This is an optimization exercise on Yosys and OpenROAD, whose aim is a short achievable clock period and few clock cycles per item, not a production implementation.
Power is estimated from default activity; no workload was simulated.

==> 03-23: inputs <==
==> flow/design.v <==
`timescale 1ns / 1ps
`timescale 1ns / 1ps
`timescale 1ns / 1ps
`timescale 1ns / 1ps
module RegFile(
    input         clk, clear, wen,
    input  [4:0]  waddr,
    input  [31:0] wdata,
    input  [4:0]  raddr1, raddr2,
    output [31:0] rdata1, rdata2
);
    reg [31:0] regs [0:31];
    reg [31:0] valid;
    always @(posedge clk) begin
        if (clear)
            valid <= 32'd0;
        else if (wen)
            valid[waddr] <= 1'b1;
    end
    always @(posedge clk)
        if (wen)
            regs[waddr] <= wdata;
    assign rdata1 = valid[raddr1] ? regs[raddr1] : 32'd0;
    assign rdata2 = valid[raddr2] ? regs[raddr2] : 32'd0;
endmodule
`timescale 1ns / 1ps
module alu_32(
    input  [31:0] A, B,
    input         op_add, op_sub, op_slt, op_nor, op_or, op_and,
    output [31:0] Y,
    output [31:0] Y_nslt,
    output        lt
);
    wire        inv = op_sub | op_slt;
    wire [31:0] sum = A + (inv ? ~B : B) + {31'd0, inv};
    assign lt = (A[31] ^ B[31]) ? A[31] : sum[31];
    wire [31:0] orv = A | B;
    assign Y_nslt = ({32{op_add | op_sub}} & sum)
                  | ({32{op_nor}} & ~orv)
                  | ({32{op_or}}  & orv)
                  | ({32{op_and}} & (A & B));
    assign Y = Y_nslt | {31'd0, op_slt & lt};
endmodule
module addr_gen(
    input  [8:0] xn, y, yn,
    input  [6:0] af,
    input        s_f, s_add, s_and,
    output [6:0] addr
);
    wire [8:0] g = ~(xn | yn);      
    wire [8:0] p = ~(xn ^ y);       
    wire [8:0] g1, p1, g2, p2, g3;
    genvar i;
    generate
        for (i = 0; i < 9; i = i + 1) begin : pf
            if (i >= 1) begin : l1
                assign g1[i] = g[i] | (p[i] & g[i-1]);
                assign p1[i] = p[i] & p[i-1];
            end else begin : l1z
                assign g1[i] = g[i];
                assign p1[i] = p[i];
            end
            if (i >= 2) begin : l2
                assign g2[i] = g1[i] | (p1[i] & g1[i-2]);
                assign p2[i] = p1[i] & p1[i-2];
            end else begin : l2z
                assign g2[i] = g1[i];
                assign p2[i] = p1[i];
            end
            if (i >= 4) begin : l3
                assign g3[i] = g2[i] | (p2[i] & g2[i-4]);
            end else begin : l3z
                assign g3[i] = g2[i];
            end
        end
    endgenerate
    wire [8:2] sum = p[8:2] ^ g3[7:1];
    assign addr = ({7{s_f}} & af) | ({7{s_add}} & sum) | ({7{s_and}} & g[8:2]);
endmodule
`timescale 1ns / 1ps
module Controller(
    input  [31:0] w,
    output        alu_src, mem2reg, reg_write, mem_write,
    output [31:0] imm,
    output        op_add, op_sub, op_slt, op_nor, op_or, op_and
);
    wire [6:0] opc = w[6:0];
    wire [2:0] f3  = w[14:12];
    wire [6:0] f7  = w[31:25];
    wire is_r  = (opc == 7'b0110011);
    wire is_i  = (opc == 7'b0010011);
    wire is_ld = (opc == 7'b0000011);
    wire is_st = (opc == 7'b0100011);
    wire is_mem = is_ld | is_st;
    assign alu_src   = is_i | is_mem;
    assign mem2reg   = is_ld;
    assign reg_write = is_r | is_i | is_ld;
    assign mem_write = is_st;
    assign imm = is_st ? {{20{w[31]}}, w[31:25], w[11:7]}
               : (is_i | is_ld) ? {{20{w[31]}}, w[31:20]}
               : 32'd0;
    wire f0 = (f3 == 3'd0);
    wire mem_add = (f3 == 3'd2);
    assign op_add = is_mem ? mem_add
                  : f0 & (~is_r | (f7 == 7'h00));
    assign op_sub = ~is_mem & is_r & f0 & (f7 == 7'h20);
    assign op_slt = ~is_mem & (f3 == 3'd2);
    assign op_nor = ~is_mem & (f3 == 3'd4);
    assign op_or  = ~is_mem & (f3 == 3'd6);
    assign op_and = ~(op_add | op_sub | op_slt | op_nor | op_or);
endmodule
`timescale 1ns / 1ps
`timescale 1ns / 1ps
`timescale 1ns / 1ps
module processor
(
    input clk, reset,
    output [5:0]  imem_addr,
    input  [31:0] imem_data,
    output [6:0]  dmem_addr,
    output [31:0] dmem_wdata,
    output        dmem_we,
    input  [31:0] dmem_rdata,
    output        result_valid,
    output [31:0] Result
);
    reg rst_q;
    always @(posedge clk)
        rst_q <= reset;
    reg  [5:0]  pc;
    wire [5:0]  pc_now = rst_q ? 6'd0 : pc;
    always @(posedge clk)
        pc <= pc_now + 6'd1;
    assign imem_addr = pc_now;
    wire [31:0] w   = imem_data;
    wire [4:0]  rs1 = w[19:15];
    wire [4:0]  rs2 = w[24:20];
    wire        d_alu_src, d_mem2reg, d_reg_write, d_mem_write;
    wire [31:0] d_imm;
    wire        d_sub, d_slt, d_nor, d_or, d_and, d_add;
    wire        d_mem_add = (w[14:12] == 3'd2);    
    Controller ctrl(
        .w(w), .alu_src(d_alu_src), .mem2reg(d_mem2reg), .reg_write(d_reg_write),
        .mem_write(d_mem_write), .imm(d_imm),
        .op_add(d_add), .op_sub(d_sub), .op_slt(d_slt), .op_nor(d_nor),
        .op_or(d_or), .op_and(d_and) );
    wire [31:0] res, res_nslt;
    wire        res_lt;
    reg         e_valid;
    reg  [4:0]  e_rd;
    reg         e_reg_write;
    wire [31:0] e_wdata;
    wire        e_writes = e_valid & e_reg_write;
    reg         w_we;
    reg  [4:0]  w_rd;
    reg  [31:0] wb_q;
    wire [31:0] rdata1, rdata2;
    RegFile RF(
        .clk(clk), .clear(rst_q), .wen(w_we), .waddr(w_rd), .wdata(wb_q),
        .raddr1(rs1), .raddr2(rs2), .rdata1(rdata1), .rdata2(rdata2) );
    wire [31:0] r1 = rst_q ? 32'd0 : (w_we & (w_rd == rs1)) ? wb_q : rdata1;
    wire [31:0] r2 = rst_q ? 32'd0 : (w_we & (w_rd == rs2)) ? wb_q : rdata2;
    wire fa  = e_writes & (e_rd == rs1);
    wire fsd = e_writes & (e_rd == rs2);
    wire [8:0] a9_rd  = d_mem_add ? (dmem_rdata[8:0] + d_imm[8:0]) : (dmem_rdata[8:0] & d_imm[8:0]);
    wire [8:0] a9_alu = d_mem_add ? (res_nslt[8:0] + d_imm[8:0]) : (res_nslt[8:0] & d_imm[8:0]);
    wire [8:0] a9_lt0 = d_mem_add ? d_imm[8:0] : 9'd0;
    wire [8:0] a9_lt1 = d_mem_add ? (d_imm[8:0] + 9'd1) : {8'd0, d_imm[0]};
    reg        e_mem2reg;
    reg        e_add, e_sub, e_slt, e_nor, e_or, e_and;
    reg [31:0] a_q, b_q;
    reg        fa_q, fb_q;
    reg [8:0]  xn_q, y_q, yn_q;      
    reg        as_f_q, as_add_q, as_and_q;
    reg [6:0]  addr_f_q;
    reg [31:0] dmem_wdata_q;
    reg        dmem_we_q;
    reg [31:0] res_q;
    reg        rvn_q;    
    wire [8:0] a9_f = e_mem2reg ? a9_rd
                    : e_slt     ? (res_lt ? a9_lt1 : a9_lt0)
                    : a9_alu;
    always @(posedge clk) begin
        e_valid     <= ~reset;
        dmem_we_q   <= d_mem_write & ~reset;
        e_rd        <= w[11:7];
        e_reg_write <= d_reg_write;
        e_mem2reg   <= d_mem2reg;
        e_add <= d_add; e_sub <= d_sub; e_slt <= d_slt;
        e_nor <= d_nor; e_or  <= d_or;  e_and <= d_and;
        a_q   <= r1;
        b_q   <= d_alu_src ? d_imm : r2;
        fa_q  <= fa;
        fb_q  <= fsd & ~d_alu_src;
        xn_q  <= ~r1[8:0];
        y_q   <= d_imm[8:0];
        yn_q  <= ~d_imm[8:0];
        as_f_q   <= fa;
        as_add_q <= ~fa & d_mem_add;
        as_and_q <= ~fa & ~d_mem_add;
        addr_f_q <= a9_f[8:2];
        dmem_wdata_q <= fsd ? e_wdata : r2;
    end
    wire [31:0] A = fa_q ? wb_q : a_q;
    wire [31:0] B = fb_q ? wb_q : b_q;
    alu_32 ALU(
        .A(A), .B(B), .op_add(e_add), .op_sub(e_sub), .op_slt(e_slt),
        .op_nor(e_nor), .op_or(e_or), .op_and(e_and),
        .Y(res), .Y_nslt(res_nslt), .lt(res_lt) );
    addr_gen AG(
        .xn(xn_q), .y(y_q), .yn(yn_q), .af(addr_f_q),
        .s_f(as_f_q), .s_add(as_add_q), .s_and(as_and_q), .addr(dmem_addr) );
    assign dmem_wdata = dmem_wdata_q;
    assign dmem_we    = dmem_we_q;
    assign e_wdata = e_mem2reg ? dmem_rdata : res;
    always @(posedge clk) begin
        wb_q  <= e_wdata;
        w_rd  <= e_rd;
        w_we  <= e_writes & ~rst_q;
        res_q <= res;
        rvn_q <= ~(e_valid & ~reset);
    end
    assign Result       = res_q;
    assign result_valid = ~(rvn_q | reset);
endmodule  
==> flow/flow/run.sh <==
#!/bin/bash
set -euo pipefail
bash standard.sh SETUP_SLACK_MARGIN=6.6 TNS_END_PERCENT=5 finish > standard.log 2>&1
==> flow/standard.sh <==
#!/bin/bash
# synth_recipe.tcl (not shown) runs the flow's synth.tcl, then flattens the netlist and writes it again
# the make line also repeats each setting of config.mk as NAME=value (left out here)
make -C /OpenROAD-flow-scripts/flow DESIGN_CONFIG=/design/flow/config.mk WORK_HOME=/design/flow/orfs CLKGATE_MAP_FILE= SYNTH_SCRIPT=/design/flow/synth_recipe.tcl "${@:-finish}"
==> flow/config.mk <==
export PLATFORM = sky130hd
export DESIGN_NAME = processor
export DESIGN_NICKNAME = processor
export VERILOG_FILES = /design/flow/design.v
export SDC_FILE = /design/flow/constraint.sdc
export NUM_CORES = 8
export LEC_CHECK = 0
export CAP_MARGIN = 20
export CORE_MARGIN = 2
export CORE_UTILIZATION = 40
export SLEW_MARGIN = 20
export SYNTH_HIERARCHICAL = 1
==> flow/constraint.sdc <==
create_clock -name core_clock -period 11.0 [get_ports {clk}]
set_input_delay 2.2000 -clock core_clock [delete_from_list [all_inputs] [get_ports {clk}]]
set_output_delay 2.2000 -clock core_clock [all_outputs]
set_load 0.01 [all_outputs]
==> inputs of 05-04, as changes to 03-23 <==
==> flow/design.v, changed modules only <==
module RegFile(
    input         clk, clear, wen,
    input  [4:0]  waddr,
    input  [31:0] wdata,
    input  [4:0]  raddr1, raddr2,
    output [31:0] rdata1, rdata2,
    input  [8:0]  k,
    input         add,
    output        valid1,
    output [8:0]  f1
);
    reg [31:0] regs [0:31];
    reg [31:0] valid;
    always @(posedge clk) begin
        if (clear)
            valid <= 32'd0;
        else if (wen)
            valid[waddr] <= 1'b1;
    end
    always @(posedge clk)
        if (wen)
            regs[waddr] <= wdata;
    assign rdata1 = valid[raddr1] ? regs[raddr1] : 32'd0;
    assign rdata2 = valid[raddr2] ? regs[raddr2] : 32'd0;
    wire [8:0] fr [0:31];
    genvar j;
    generate
        for (j = 0; j < 32; j = j + 1) begin : pre
            assign fr[j] = add ? (regs[j][8:0] + k) : (regs[j][8:0] & k);
        end
    endgenerate
    assign valid1 = valid[raddr1];
    assign f1 = fr[raddr1];
endmodule
module processor
(
    input clk, reset,
    output [5:0]  imem_addr,
    input  [31:0] imem_data,
    output [6:0]  dmem_addr,
    output [31:0] dmem_wdata,
    output        dmem_we,
    input  [31:0] dmem_rdata,
    output        result_valid,
    output [31:0] Result
);
    reg rst_q;
    always @(posedge clk)
        rst_q <= reset;
    reg  [5:0]  pc;
    wire [5:0]  pc_now = rst_q ? 6'd0 : pc;
    always @(posedge clk)
        pc <= pc_now + 6'd1;
    assign imem_addr = pc_now;
    wire [31:0] w   = imem_data;
    wire [4:0]  rs1 = w[19:15];
    wire [4:0]  rs2 = w[24:20];
    wire        d_alu_src, d_mem2reg, d_reg_write, d_mem_write;
    wire [31:0] d_imm;
    wire        d_sub, d_slt, d_nor, d_or, d_and, d_add;
    wire        d_mem_add = (w[14:12] == 3'd2);    
    Controller ctrl(
        .w(w), .alu_src(d_alu_src), .mem2reg(d_mem2reg), .reg_write(d_reg_write),
        .mem_write(d_mem_write), .imm(d_imm),
        .op_add(d_add), .op_sub(d_sub), .op_slt(d_slt), .op_nor(d_nor),
        .op_or(d_or), .op_and(d_and) );
    wire [31:0] res, res_nslt;
    wire        res_lt;
    reg         e_valid;
    reg  [4:0]  e_rd;
    reg         e_reg_write;
    wire [31:0] e_wdata;
    wire        e_writes = e_valid & e_reg_write;
    reg         w_we;
    reg  [4:0]  w_rd;
    reg  [31:0] wb_q;
    wire [31:0] rdata1, rdata2;
    wire        rf_valid1;
    wire [8:0]  rf_f1;
    RegFile RF(
        .clk(clk), .clear(rst_q), .wen(w_we), .waddr(w_rd), .wdata(wb_q),
        .raddr1(rs1), .raddr2(rs2), .rdata1(rdata1), .rdata2(rdata2),
        .k(d_imm[8:0]), .add(d_mem_add), .valid1(rf_valid1), .f1(rf_f1) );
    wire [31:0] r1 = rst_q ? 32'd0 : (w_we & (w_rd == rs1)) ? wb_q : rdata1;
    wire [31:0] r2 = rst_q ? 32'd0 : (w_we & (w_rd == rs2)) ? wb_q : rdata2;
    wire fa  = e_writes & (e_rd == rs1);
    wire fsd = e_writes & (e_rd == rs2);
    wire [8:0] a9_zero = d_mem_add ? d_imm[8:0] : 9'd0;
    wire [8:0] a9_wb   = d_mem_add ? (wb_q[8:0] + d_imm[8:0]) : (wb_q[8:0] & d_imm[8:0]);
    wire [8:0] a9_nf   = rst_q ? a9_zero
                       : (w_we & (w_rd == rs1)) ? a9_wb
                       : rf_valid1 ? rf_f1
                       : a9_zero;
    wire [8:0] a9_rd  = d_mem_add ? (dmem_rdata[8:0] + d_imm[8:0]) : (dmem_rdata[8:0] & d_imm[8:0]);
    wire [8:0] a9_alu = d_mem_add ? (res_nslt[8:0] + d_imm[8:0]) : (res_nslt[8:0] & d_imm[8:0]);
    wire [8:0] a9_lt0 = d_mem_add ? d_imm[8:0] : 9'd0;
    wire [8:0] a9_lt1 = d_mem_add ? (d_imm[8:0] + 9'd1) : {8'd0, d_imm[0]};
    reg        e_mem2reg;
    reg        e_add, e_sub, e_slt, e_nor, e_or, e_and;
    reg [31:0] a_q, b_q;
    reg        fa_q, fb_q;
    reg [6:0]  dmem_addr_q;
    reg [31:0] dmem_wdata_q;
    reg        dmem_we_q;
    reg [31:0] res_q;
    reg        rv_q;
    wire [8:0] a9_f = e_mem2reg ? a9_rd
                    : e_slt     ? (res_lt ? a9_lt1 : a9_lt0)
                    : a9_alu;
    always @(posedge clk) begin
        e_valid     <= ~reset;
        dmem_we_q   <= d_mem_write & ~reset;
        e_rd        <= w[11:7];
        e_reg_write <= d_reg_write;
        e_mem2reg   <= d_mem2reg;
        e_add <= d_add; e_sub <= d_sub; e_slt <= d_slt;
        e_nor <= d_nor; e_or  <= d_or;  e_and <= d_and;
        a_q   <= r1;
        b_q   <= d_alu_src ? d_imm : r2;
        fa_q  <= fa;
        fb_q  <= fsd & ~d_alu_src;
        dmem_addr_q  <= fa  ? a9_f[8:2] : a9_nf[8:2];
        dmem_wdata_q <= fsd ? e_wdata   : r2;
    end
    wire [31:0] A = fa_q ? wb_q : a_q;
    wire [31:0] B = fb_q ? wb_q : b_q;
    alu_32 ALU(
        .A(A), .B(B), .op_add(e_add), .op_sub(e_sub), .op_slt(e_slt),
        .op_nor(e_nor), .op_or(e_or), .op_and(e_and),
        .Y(res), .Y_nslt(res_nslt), .lt(res_lt) );
    assign dmem_addr  = dmem_addr_q;
    assign dmem_wdata = dmem_wdata_q;
    assign dmem_we    = dmem_we_q;
    assign e_wdata = e_mem2reg ? dmem_rdata : res;
    always @(posedge clk) begin
        wb_q  <= e_wdata;
        w_rd  <= e_rd;
        w_we  <= e_writes & ~rst_q;
        res_q <= res;
        rv_q  <= e_valid & ~reset;
    end
    assign Result       = res_q;
    assign result_valid = rv_q & ~reset;
endmodule  
// module addr_gen removed
SYNTH_HIERARCHICAL = not set   (was 1)
==> inputs of 12-16, as changes to 03-23 <==
--- a/flow/design.v
+++ b/flow/design.v
@@ -148,3 +148,2 @@
     wire        res_lt;
-    reg         e_valid;
     reg  [4:0]  e_rd;
@@ -152,3 +151,3 @@
     wire [31:0] e_wdata;
-    wire        e_writes = e_valid & e_reg_write;
+    wire        e_writes = e_reg_write & ~rst_q;
     reg         w_we;
@@ -183,3 +182,2 @@
     always @(posedge clk) begin
-        e_valid     <= ~reset;
         dmem_we_q   <= d_mem_write & ~reset;
@@ -218,5 +216,5 @@
         w_rd  <= e_rd;
-        w_we  <= e_writes & ~rst_q;
+        w_we  <= e_writes;
         res_q <= res;
-        rvn_q <= ~(e_valid & ~reset);
+        rvn_q <= ~(~rst_q & ~reset);
     end
==> flow/flow/run.sh (replaced) <==
#!/bin/bash
set -euo pipefail
bash standard.sh SETUP_SLACK_MARGIN=6.4 TNS_END_PERCENT=100 finish > standard.log 2>&1
SYNTH_HIERARCHICAL = not set   (was 1)
==> summary of the runs <==
- Cell count: 05-04 > 03-23 > 12-16.
- Hold slack, highest first: 05-04, 12-16, 03-23.
- The highest global-route usage belongs to 05-04, the lowest to 12-16.
- Synthesized cell count: 12-16 < 03-23 < 05-04.
- Register-to-register slack: 05-04 < 03-23 < 12-16.
- Design area: 05-04 is higher than 12-16 (25%).
- The lowest core utilization belongs to 03-23, the highest to 05-04.
==> figures <==
quantity	03-23	05-04	12-16
Met2 Wirelength	97,700 um	139,000 um	90,200 um
Clock buf/inv share	0.0595	0.0518	0.0603
Clock power frac	0.414	0.428	0.423
Met3 capacity usage during global routing	0.0407	0.105	0.0469
Cell taking the most area after synthesis	-	sky130_fd_sc_hd__edfxtp_1	sky130_fd_sc_hd__edfxtp_1
Slowest stage cell on the critical path	sky130_fd_sc_hd__dlygate4sd2_1	sky130_fd_sc_hd__nor2b_1	sky130_fd_sc_hd__dfxtp_2
Average vias per placed instance	6.38	6.80	6.16
Largest fanout of any net on the critical path	4	31	2
Overall power	0.0108 W	0.0109 W	0.0106 W
Synthesis warning total	8	2	2
Required arrival time at the worst endpoint	8.80 ns	11.68 ns	8.80 ns
Stages on the worst setup path	3	18	11
Result of the run	no timing/DRC/antenna violations	no timing/DRC/antenna violations	no timing/DRC/antenna violations
Vias	42.8k	55.8k	36.3k
Kind of end point of the critical path	output port	register	output port
No run of this note included a check of the RTL's function; only the layout flow was run.

separate check: timing with driven ports:
The results above use ideal ports. As a check the final layouts listed here were re-extracted and re-timed, cells and wires unchanged.
Step 1, drivers: a clkbuf_16 drives clk and a buf_2 each remaining input, both assumed.
Step 2 times the ports against the registers' clock, not the clock port: input delays grow and output delays shrink by t, the midpoint of the rising clock arrivals with the driver on.
a / b / c = ideal / step 1 / step 2; a / b = the first two.
| run | shift t [ns] | setup WS [ns] | latest minus earliest clock arrival (ns) | cell pins on the clock port's net |
|---|---|---|---|---|
| 03-23 | 0.851 | 6.071 / 6.049 / 5.306 | 0.032 / 0.032 | 1 |
| 05-04 | 0.895 | 5.086 / 5.126 / 4.231 | 0.040 / 0.039 | 1 |
| 12-16 | 0.850 | 5.749 / 5.662 / 5.539 | 0.023 / 0.024 | 1 |
After both steps every run listed still meets setup and hold. The setup slack of 05-04, which loses most, moves by +0.040 ns with the drivers and by -0.855 ns with both steps.
